Source: an optimization exercise on an open RTL-to-GDS flow (aim: small area). Production flows keep margins and buffers that such runs may drop. The RTL was checked by simulation tests, not by an equivalence proof against the original design. Power figures rest on the tool's default switching activity, not on a simulated workload.

## flow/design.v (module list and top-level ports; edited modules follow where they fit)
// module conv_top: 1762 lines
// module cv_fa: 4 lines
// module cv_sel: 4 lines
// module cv_sel21: 3 lines
// module cv_sel2: 3 lines
// module cv_ha: 4 lines
module conv_top (
   input  logic         clk,
   input  logic         rst,
   input  logic [511:0] image,
   input  logic [71:0]  kernel,
   output logic [287:0] conv_out,
   output logic         layer_done_out
);
  // ...
==> flow/flow/run.sh <==
#!/bin/bash
# The standard layout (standard.sh, with the standard synthesis unchanged),
# with changes that only affect cell sizes:
#  - after synthesis, combinational cells that abc upsized are set back to
#    drive strength 1 (flow/downsize.tcl); the repair steps of the layout
#    upsize again where timing, slew or load need it;
#  - the port buffers that global placement inserts use buf_1;
#  - clock tree synthesis uses clkbuf_4/clkbuf_8 and adds no dummy loads.
# Each step's full output is in synth.log, downsize.log and layout.log here
# (and ORFS's per-step logs under orfs/logs).
set -e
export CTS_ARGS="-sink_clustering_enable -repair_clock_nets -dont_use_dummy_load -buf_list {sky130_fd_sc_hd__clkbuf_4 sky130_fd_sc_hd__clkbuf_8}"
export BUFFER_PORTS_ARGS="-buffer_cell sky130_fd_sc_hd__buf_1"
bash standard.sh synth > synth.log 2>&1
openroad -no_init -exit flow/downsize.tcl > downsize.log 2>&1
bash standard.sh > layout.log 2>&1
==> flow/flow/downsize.tcl <==
# Set combinational cells of the synthesized netlist to drive strength 1.
set odb orfs/results/sky130hd/conv_top/base/1_synth.odb
read_db $odb
set db [ord::get_db]
set block [ord::get_db_block]
set n 0
foreach inst [$block getInsts] {
   set m [$inst getMaster]
   set name [$m getName]
   if {[regexp {^(sky130_fd_sc_hd__([a-z0-9]+))_([0-9]+)$} $name -> base kind drive]} {
      if {$drive <= 1} continue
      if {[regexp {^(df|edf|sdf|dl|sdl|clk|conb|tap|fill|decap|diode|lpflow|probe)} $kind]} continue
      set new [$db findMaster ${base}_1]
      if {$new == "NULL" || $new == ""} continue
      $inst swapMaster $new
      incr n
   }
}
puts "downsized $n instances"
write_db $odb
==> flow/standard.sh <==
#!/bin/bash
# synth_recipe.tcl (not shown) runs the flow's synth.tcl, then flattens the netlist and writes it again
# the make line also repeats each setting of config.mk as NAME=value (left out here)
make -C /OpenROAD-flow-scripts/flow DESIGN_CONFIG=/design/flow/config.mk WORK_HOME=/design/flow/orfs CLKGATE_MAP_FILE= SYNTH_SCRIPT=/design/flow/synth_recipe.tcl "${@:-finish}"
==> flow/config.mk <==
export PLATFORM = sky130hd
export DESIGN_NAME = conv_top
export DESIGN_NICKNAME = conv_top
export VERILOG_FILES = /design/flow/design.v
export SDC_FILE = /design/flow/constraint.sdc
export NUM_CORES = 4
export LEC_CHECK = 0
export CAP_MARGIN = 20
export CORE_MARGIN = 2
export CORE_UTILIZATION = 30
export GPL_TIMING_DRIVEN = 0
export PLACE_DENSITY = 0.6
export SLEW_MARGIN = 20
export SYNTH_HIERARCHICAL = 1
export SYNTH_MINIMUM_KEEP_SIZE = 0
==> flow/constraint.sdc <==
create_clock -name core_clock -period 11.0 [get_ports {clk}]
set_input_delay 2.2000 -clock core_clock [delete_from_list [all_inputs] [get_ports {clk}]]
set_output_delay 2.2000 -clock core_clock [all_outputs]
set_load 0.01 [all_outputs]
==> flow_summary.json, run 1 <==
{
  "grt_use_total": 0.300,
  "post_drt_wl_per_cell_um": 31.8,
  "slew_violations": 0,
  "firstDrtPassIters": 13,
  "initial_core_util": 0.303,
  "insertion_delay_ns": 0.65,
  "cts_tree": "done",
  "largest_class": "multi-input combinational cells",
  "r2r_start": "p0[0]$_DFF_P_",
  "multiInputGateArea_mm2": 0.0159,
  "final.min_clock_period_ns": 10.75,
  "overflow": 0,
  "regMostFlops": "ring",
  "path_common_cell": "fa_1",
  "clock_skew_ns": 0.0497,
  "whs_ns": 0.335,
  "p_comb_w": 0.00591,
  "core-area_mm2": 0.0776,
  "status": "complete, no violations",
  "hold_path_depth": 0,
  "p_int_w": 0.00488,
  "n_all_buffers": 931,
  "root_buffer": "clkbuf_8",
  "row_count": 102,
  "p_per_area_mw_per_mm2": 301,
  "fillers": 7920,
  "finalPower_w": 0.00901,
  "crit_required_ns": 11.56,
  "syn_area_per_cell_um2": 12.3
}
==> inputs of run 2 (changes only) <==
--- a/flow/design.v
+++ b/flow/design.v
@@ -58,60 +58,57 @@
       assign pn[i][b] = ~(n0 & n1);
    end
 end
 always_ff @(posedge clk) begin
    p0 <= pn[0];
    p1 <= pn[1];
    p2 <= pn[2];
 end
-logic [8:0] nz;
-always_ff @(posedge clk)
-   for (int n = 0; n < 9; n++) nz[n] <= |kernel[n*8 +: 6];
-wire [7:0] w0 = {kernel[7] & (kernel[6] | nz[0]), kernel[0 +: 7]};
+wire [7:0] w0 = {kernel[7] & (|kernel[0 +: 7]), kernel[0 +: 7]};
 wire [2:0] e0_0 = {w0[1] & w0[0], w0[1] & ~w0[0], ~w0[1] & w0[0]};
 wire [2:0] e0_1 = {w0[3] & w0[2], w0[3] & ~w0[2], ~w0[3] & w0[2]};
 wire [2:0] e0_2 = {w0[5] & w0[4], w0[5] & ~w0[4], ~w0[5] & w0[4]};
 wire [2:0] e0_3 = {w0[7] & ~w0[6], w0[7] & w0[6], ~w0[7] & w0[6]};
-wire [7:0] w1 = {kernel[15] & (kernel[14] | nz[1]), kernel[8 +: 7]};
+wire [7:0] w1 = {kernel[15] & (|kernel[8 +: 7]), kernel[8 +: 7]};
 wire [2:0] e1_0 = {w1[1] & w1[0], w1[1] & ~w1[0], ~w1[1] & w1[0]};
 wire [2:0] e1_1 = {w1[3] & w1[2], w1[3] & ~w1[2], ~w1[3] & w1[2]};
 wire [2:0] e1_2 = {w1[5] & w1[4], w1[5] & ~w1[4], ~w1[5] & w1[4]};
 wire [2:0] e1_3 = {w1[7] & ~w1[6], w1[7] & w1[6], ~w1[7] & w1[6]};
-wire [7:0] w2 = {kernel[23] & (kernel[22] | nz[2]), kernel[16 +: 7]};
+wire [7:0] w2 = {kernel[23] & (|kernel[16 +: 7]), kernel[16 +: 7]};
 wire [2:0] e2_0 = {w2[1] & w2[0], w2[1] & ~w2[0], ~w2[1] & w2[0]};
 wire [2:0] e2_1 = {w2[3] & w2[2], w2[3] & ~w2[2], ~w2[3] & w2[2]};
 wire [2:0] e2_2 = {w2[5] & w2[4], w2[5] & ~w2[4], ~w2[5] & w2[4]};
 wire [2:0] e2_3 = {w2[7] & ~w2[6], w2[7] & w2[6], ~w2[7] & w2[6]};
-wire [7:0] w3 = {kernel[31] & (kernel[30] | nz[3]), kernel[24 +: 7]};
+wire [7:0] w3 = {kernel[31] & (|kernel[24 +: 7]), kernel[24 +: 7]};
 wire [2:0] e3_0 = {w3[1] & w3[0], w3[1] & ~w3[0], ~w3[1] & w3[0]};
 wire [2:0] e3_1 = {w3[3] & w3[2], w3[3] & ~w3[2], ~w3[3] & w3[2]};
 wire [2:0] e3_2 = {w3[5] & w3[4], w3[5] & ~w3[4], ~w3[5] & w3[4]};
 wire [2:0] e3_3 = {w3[7] & ~w3[6], w3[7] & w3[6], ~w3[7] & w3[6]};
-wire [7:0] w4 = {kernel[39] & (kernel[38] | nz[4]), kernel[32 +: 7]};
+wire [7:0] w4 = {kernel[39] & (|kernel[32 +: 7]), kernel[32 +: 7]};
 wire [2:0] e4_0 = {w4[1] & w4[0], w4[1] & ~w4[0], ~w4[1] & w4[0]};
 wire [2:0] e4_1 = {w4[3] & w4[2], w4[3] & ~w4[2], ~w4[3] & w4[2]};
 wire [2:0] e4_2 = {w4[5] & w4[4], w4[5] & ~w4[4], ~w4[5] & w4[4]};
 wire [2:0] e4_3 = {w4[7] & ~w4[6], w4[7] & w4[6], ~w4[7] & w4[6]};
-wire [7:0] w5 = {kernel[47] & (kernel[46] | nz[5]), kernel[40 +: 7]};
+wire [7:0] w5 = {kernel[47] & (|kernel[40 +: 7]), kernel[40 +: 7]};
 wire [2:0] e5_0 = {w5[1] & w5[0], w5[1] & ~w5[0], ~w5[1] & w5[0]};
 wire [2:0] e5_1 = {w5[3] & w5[2], w5[3] & ~w5[2], ~w5[3] & w5[2]};
 wire [2:0] e5_2 = {w5[5] & w5[4], w5[5] & ~w5[4], ~w5[5] & w5[4]};
 wire [2:0] e5_3 = {w5[7] & ~w5[6], w5[7] & w5[6], ~w5[7] & w5[6]};
-wire [7:0] w6 = {kernel[55] & (kernel[54] | nz[6]), kernel[48 +: 7]};
+wire [7:0] w6 = {kernel[55] & (|kernel[48 +: 7]), kernel[48 +: 7]};
 wire [2:0] e6_0 = {w6[1] & w6[0], w6[1] & ~w6[0], ~w6[1] & w6[0]};
 wire [2:0] e6_1 = {w6[3] & w6[2], w6[3] & ~w6[2], ~w6[3] & w6[2]};
 wire [2:0] e6_2 = {w6[5] & w6[4], w6[5] & ~w6[4], ~w6[5] & w6[4]};
 wire [2:0] e6_3 = {w6[7] & ~w6[6], w6[7] & w6[6], ~w6[7] & w6[6]};
-wire [7:0] w7 = {kernel[63] & (kernel[62] | nz[7]), kernel[56 +: 7]};
+wire [7:0] w7 = {kernel[63] & (|kernel[56 +: 7]), kernel[56 +: 7]};
 wire [2:0] e7_0 = {w7[1] & w7[0], w7[1] & ~w7[0], ~w7[1] & w7[0]};
 wire [2:0] e7_1 = {w7[3] & w7[2], w7[3] & ~w7[2], ~w7[3] & w7[2]};
 wire [2:0] e7_2 = {w7[5] & w7[4], w7[5] & ~w7[4], ~w7[5] & w7[4]};
 wire [2:0] e7_3 = {w7[7] & ~w7[6], w7[7] & w7[6], ~w7[7] & w7[6]};
-wire [7:0] w8 = {kernel[71] & (kernel[70] | nz[8]), kernel[64 +: 7]};
+wire [7:0] w8 = {kernel[71] & (|kernel[64 +: 7]), kernel[64 +: 7]};
 wire [2:0] e8_0 = {w8[1] & w8[0], w8[1] & ~w8[0], ~w8[1] & w8[0]};
 wire [2:0] e8_1 = {w8[3] & w8[2], w8[3] & ~w8[2], ~w8[3] & w8[2]};
 wire [2:0] e8_2 = {w8[5] & w8[4], w8[5] & ~w8[4], ~w8[5] & w8[4]};
 wire [2:0] e8_3 = {w8[7] & ~w8[6], w8[7] & w8[6], ~w8[7] & w8[6]};
 wire [7:0] p0n = ~p0;
 wire [9:0] p0x3 = {2'b00, p0} + {1'b0, p0, 1'b0};
 wire [7:0] p1n = ~p1;
 wire [9:0] p1x3 = {2'b00, p1} + {1'b0, p1, 1'b0};
==> flow/flow/run.sh (replaced) <==
#!/bin/bash
# The standard layout (standard.sh, with the standard synthesis unchanged),
# with changes that only affect cell sizes:
#  - after synthesis, combinational cells that abc upsized are set back to
#    drive strength 1 (flow/downsize.tcl); the repair steps of the layout
#    upsize again where timing, slew or load need it;
#  - the port buffers that global placement inserts use buf_1;
#  - clock tree synthesis uses clkbuf_4/clkbuf_8 and adds no dummy loads;
#  - global routing runs the power recovery step (RECOVER_POWER), which
#    downsizes cells off the critical paths, and then (flow/post_grt.tcl)
#    repairs slew, capacitance and timing again.
# Each step's full output is in synth.log, downsize.log and layout.log here
# (and ORFS's per-step logs under orfs/logs).
set -e
export CTS_ARGS="-sink_clustering_enable -repair_clock_nets -dont_use_dummy_load -buf_list {sky130_fd_sc_hd__clkbuf_4 sky130_fd_sc_hd__clkbuf_8}"
export RECOVER_POWER=100
export POST_GLOBAL_ROUTE_TCL="$PWD/flow/post_grt.tcl"
export BUFFER_PORTS_ARGS="-buffer_cell sky130_fd_sc_hd__buf_1"
bash standard.sh synth > synth.log 2>&1
openroad -no_init -exit flow/downsize.tcl > downsize.log 2>&1
bash standard.sh > layout.log 2>&1
==> flow/flow/post_grt.tcl (new file) <==
# Runs at the end of ORFS's global route step (POST_GLOBAL_ROUTE_TCL), after
# the power recovery (RECOVER_POWER) that downsizes cells off the critical
# paths: repair slew, capacitance and fanout again, legalize, reroute the
# changed nets, repair timing, and write the route guides again.
global_route -start_incremental
repair_design_helper
detailed_placement
global_route -end_incremental
estimate_parasitics -global_routing
global_route -start_incremental
repair_timing_helper
detailed_placement
global_route -end_incremental
estimate_parasitics -global_routing
report_check_types -max_slew -max_capacitance -max_fanout -violators
report_worst_slack
write_guides $::env(RESULTS_DIR)/route.guide
==> run 2 against run 1 <==
Utilization fell by 0.17 points. Critical endpoint is now s1[18]$_DFF_P_. Sequential cell count down 9. Sequential power shrank 2%. Total power up 0.94%. Non-clock buffer count fell by 9. Register-to-register slack better by 0.18 ns. Critical path type is now in -> reg. Maximum frequency is 0.92% lower. Final area decreased by 1.1%. Synthesized cell count decreased by 1.3%. Combinational power is 3% higher.
==> flow_summary.json, run 2 <==
{
  "power_leakage_nw": 10.4,
  "via_count": 24000,
  "p_sw_frac": 0.456,
  "r2r_start": "p1[1]$_DFF_P_",
  "grt_max_degree": 48,
  "initial_core_util": 0.301,
  "area_growth_pct": 27.3,
  "place_ws_ns": -1.64,
  "clock_skew_ns": 0.116,
  "die_w_um": 282,
  "cts_setup_buffers": 3,
  "setup_ws_ns": 0.147,
  "tightest_slew_ns": 1.17,
  "p_int_w": 0.00495,
  "slew_violations": 0,
  "antenna_found_initial": 34,
  "drv_cap": 0,
  "grt_pass1_wl_mm": 170,
  "fillers": 7831,
  "drt-total-wl_mm": 124,
  "clk_path_buf_depth": 3,
  "hold_class": "reg -> reg",
  "viasPerCell": 6.12,
  "final_common_cell": "buf_1",
  "seqCellArea_mm2": 0.00720,
  "layout_common_cells": "buf_1, a222oi_1, fa_1, dfxtp_1, inv_1",
  "largest_reg_flops": 288,
  "r2r_slack_ns": 0.43,
  "drcViolationCount": 0,
  "layoutNonFillerInstCount": 3915,
  "post_drt_wl_per_cell_um": 31.8,
  "layout-drive-gt1-share": 0.0661,
  "finalPower_w": 0.00909,
  "netlist_area_mm2": 0.0232,
  "firstDrtPassIters": 15,
  "ir_drop_v": 0.000390,
  "status": "complete, no violations",
  "p_per_area_mw_per_mm2": 308,
  "cp.buffers_inverters": 1,
  "crit_slowest_cell": "or4_1",
  "holdPathEnd": "ring[237]$_DFF_P_",
  "startpoint": "kernel[13]",
  "initialDrtViolationCount": 5800,
  "p_seq_frac": 0.230,
  "maxSlewHeadroom": 0.217,
  "switchingPower_w": 0.00414,
  "r2r_end": "ring[39]$_DFF_P_",
  "row_count": 102,
  "critPathTopFamily": "adder cells",
  "htreeDepth": 2,
  "io_buffers": 874,
  "hold_path_depth": 0,
  "numCtsBuffers": 57,
  "crit_chain": "buf_1 > or4_1 > nor4_4 > nand2b_1 > nor2_1 > a221oi_2 > fa_1 > fa_1 > fa_1 > fa_1 > fa_1 > fa_1 > fa_1 > fa_1 > fa_1 > fa_1 > fa_1 > fa_1 > fa_1 > fa_1 > ha_1 > fa_1 > fa_1 > ha_1",
  "gp_congestion": 1.01,
  "p_clk_frac": 0.101,
  "cts_hold_buf": 0,
  "criticalPathCategory": "in -> reg",
  "grt_use_total": 0.300,
  "postLayoutCoreUtil": 0.383,
  "dp.cells": 3837,
  "insertion_delay_ns": 0.66,
  "die_y_um": 282,
  "cts-resized-gates": 31,
  "arrival_ns": 11.29,
  "clock.fmax_mhz": 92.1,
  "ios": 875,
  "syn_area_per_cell_um2": 12.3,
  "worstSetupStartpointType": "input port",
  "final.min_clock_period_ns": 10.85,
  "comb_power_share": 0.669,
  "rr_worst_depth": 27,
  "synth_nets": 2885,
  "grt_pass1_vias": 23500,
  "hpwl_mm": 101,
  "multiInputGateArea_mm2": 0.0159,
  "clk_pin_slew_ns": 0.06,
  "hp-start": "ring[229]$_DFF_P_",
  "regMostFlops": "ring",
  "core-area_mm2": 0.0771,
  "clock_sinks": 356,
  "ys_warn_count": 7,
  "reg_top3": "ring (288), s1 (19), s0 (18)",
  "fin_nets": 3859,
  "path_common_cell": "fa_1",
  "cts_tree": "done",
  "finalHoldViolCount": 0,
  "netlist_instances": 1886,
  "crit_path_end_kind": "flip-flop",
  "die-area_mm2": 0.0796,
  "fin_crit_sh": 0.987,
  "setup_viol": 0,
  "ant_nets": 0,
  "whs_ns": 0.288,
  "overflow": 0,
  "crit_path_max_fanout": 8,
  "root_buffer": "clkbuf_8",
  "crit_required_ns": 11.44,
  "crit_cells": 24,
  "cpPeakStageDelay_ns": 0.59
}
[run 2: cell count changes in the layout (fill, tap and decap cells not counted), sizes merged, moves of 7 or more]
cell and change:
and3b -7, buf -21, clkbuf +9, dfxtp -9
nand2 +13, nand2b +12, nor2b -12, o21ai -27
[run 2: routing by layer]
metal	share of wire	vias up	GRT usage
li1	-	9756	-
met4	0.043	30	0.125
met3	0.14	297	0.116
met1	0.37	11700	0.377
met2	0.44	2140	0.456
met5	0.0030	-	0.0214
[run 2: per-stage QoR]
| stage | setup TNS, ns | cell area (µm²) |
|---|---|---|
| 2_1_floorplan | 0 | 23200 |
| 3_3_place_gp | -36.02 | 27800 |
| 3_5_place_dp | -37.71 | 28500 |
| 4_1_cts | 0 | 29500 |
| 6_report | 0 | 29600 |
[run 2: worst register-to-register path: stages (launching register included)]
cell and delay (ns):
dfxtp_2 0.85, ha_1 0.41, fa_1 0.25, a21oi_1 0.11, o21bai_1 0.22, xor2_2 0.84, a222oi_1 0.27, fa_1 0.56
fa_1 0.52, fa_1 0.59, fa_1 0.45, fa_1 0.45, fa_2 0.35, fa_1 0.39, fa_1 0.39, fa_1 0.40
fa_2 0.36, fa_2 0.35, fa_2 0.35, fa_2 0.37, fa_1 0.37, ha_1 0.20, fa_1 0.37, ha_1 0.21
fa_2 0.38, buf_6 0.16, nor2_4 0.17, mux2_4 0.18
[run 2: how the worst max path moves through the flow]
stage | to | slack, ns
2_1_floorplan | ring[32]$_DFF_P_ | 0.09
6_report | s1[18]$_DFF_P_ | 0.15
4_1_cts | ring[39]$_DFF_P_ | 0.05
3_5_place_dp | ring[39]$_DFF_P_ | -1.64
3_3_place_gp | ring[39]$_DFF_P_ | -1.57
[run 2: layout make-up]
type | count | share of cell area
Antenna cell | 17 | 0.00144
Sequential cell | 356 | 0.243
Timing Repair Buffer | 916 | 0.128
Multi-Input combinational cell | 1390 | 0.538
Inverter | 133 | 0.0169
Clock buffer | 57 | 0.0265
Buffer | 6 | 0.00110
Tap cell | 1040 | 0.0440
[run 2: power groups by stage]
stage	combinational (W)	sequential, W	clock, W
floorplan	0.00357	0.00216	0
global placement	0.00568	0.00210	0
detailed placement	0.00576	0.00210	0
CTS	0.00627	0.00208	0.000940
finish	0.00608	0.00209	0.000919

==> static timing again, ports no longer ideal <==
No port has a modelled driver above. Below, the same layouts with a new extraction and two added sets of constraints.
Step 1 assumes that a clkbuf_16 drives the clock port and a buf_2 every other input.
Step 2 times the ports against the registers' clock, not the clock port: input delays grow and output delays shrink by t, the midpoint of the rising clock arrivals with the driver on.
Slacks: ideal ports / drivers / drivers and shift; pairs: ideal ports / drivers.
run | t, ns | setup WS [ns] | worst register clock-pin slew, ns | cell pins on the clock port's net
run 1 | 0.685 | 0.247 / 0.247 / -0.352 | 0.06 / 0.06 | 1
run 2 | 0.649 | 0.147 / 0.170 / -0.479 | 0.07 / 0.07 | 1
Met with ideal ports but missed after step 2: setup timing in run 1 and run 2. The setup slack of run 2, which loses most, moves by +0.023 ns with the drivers and by -0.626 ns with both steps.
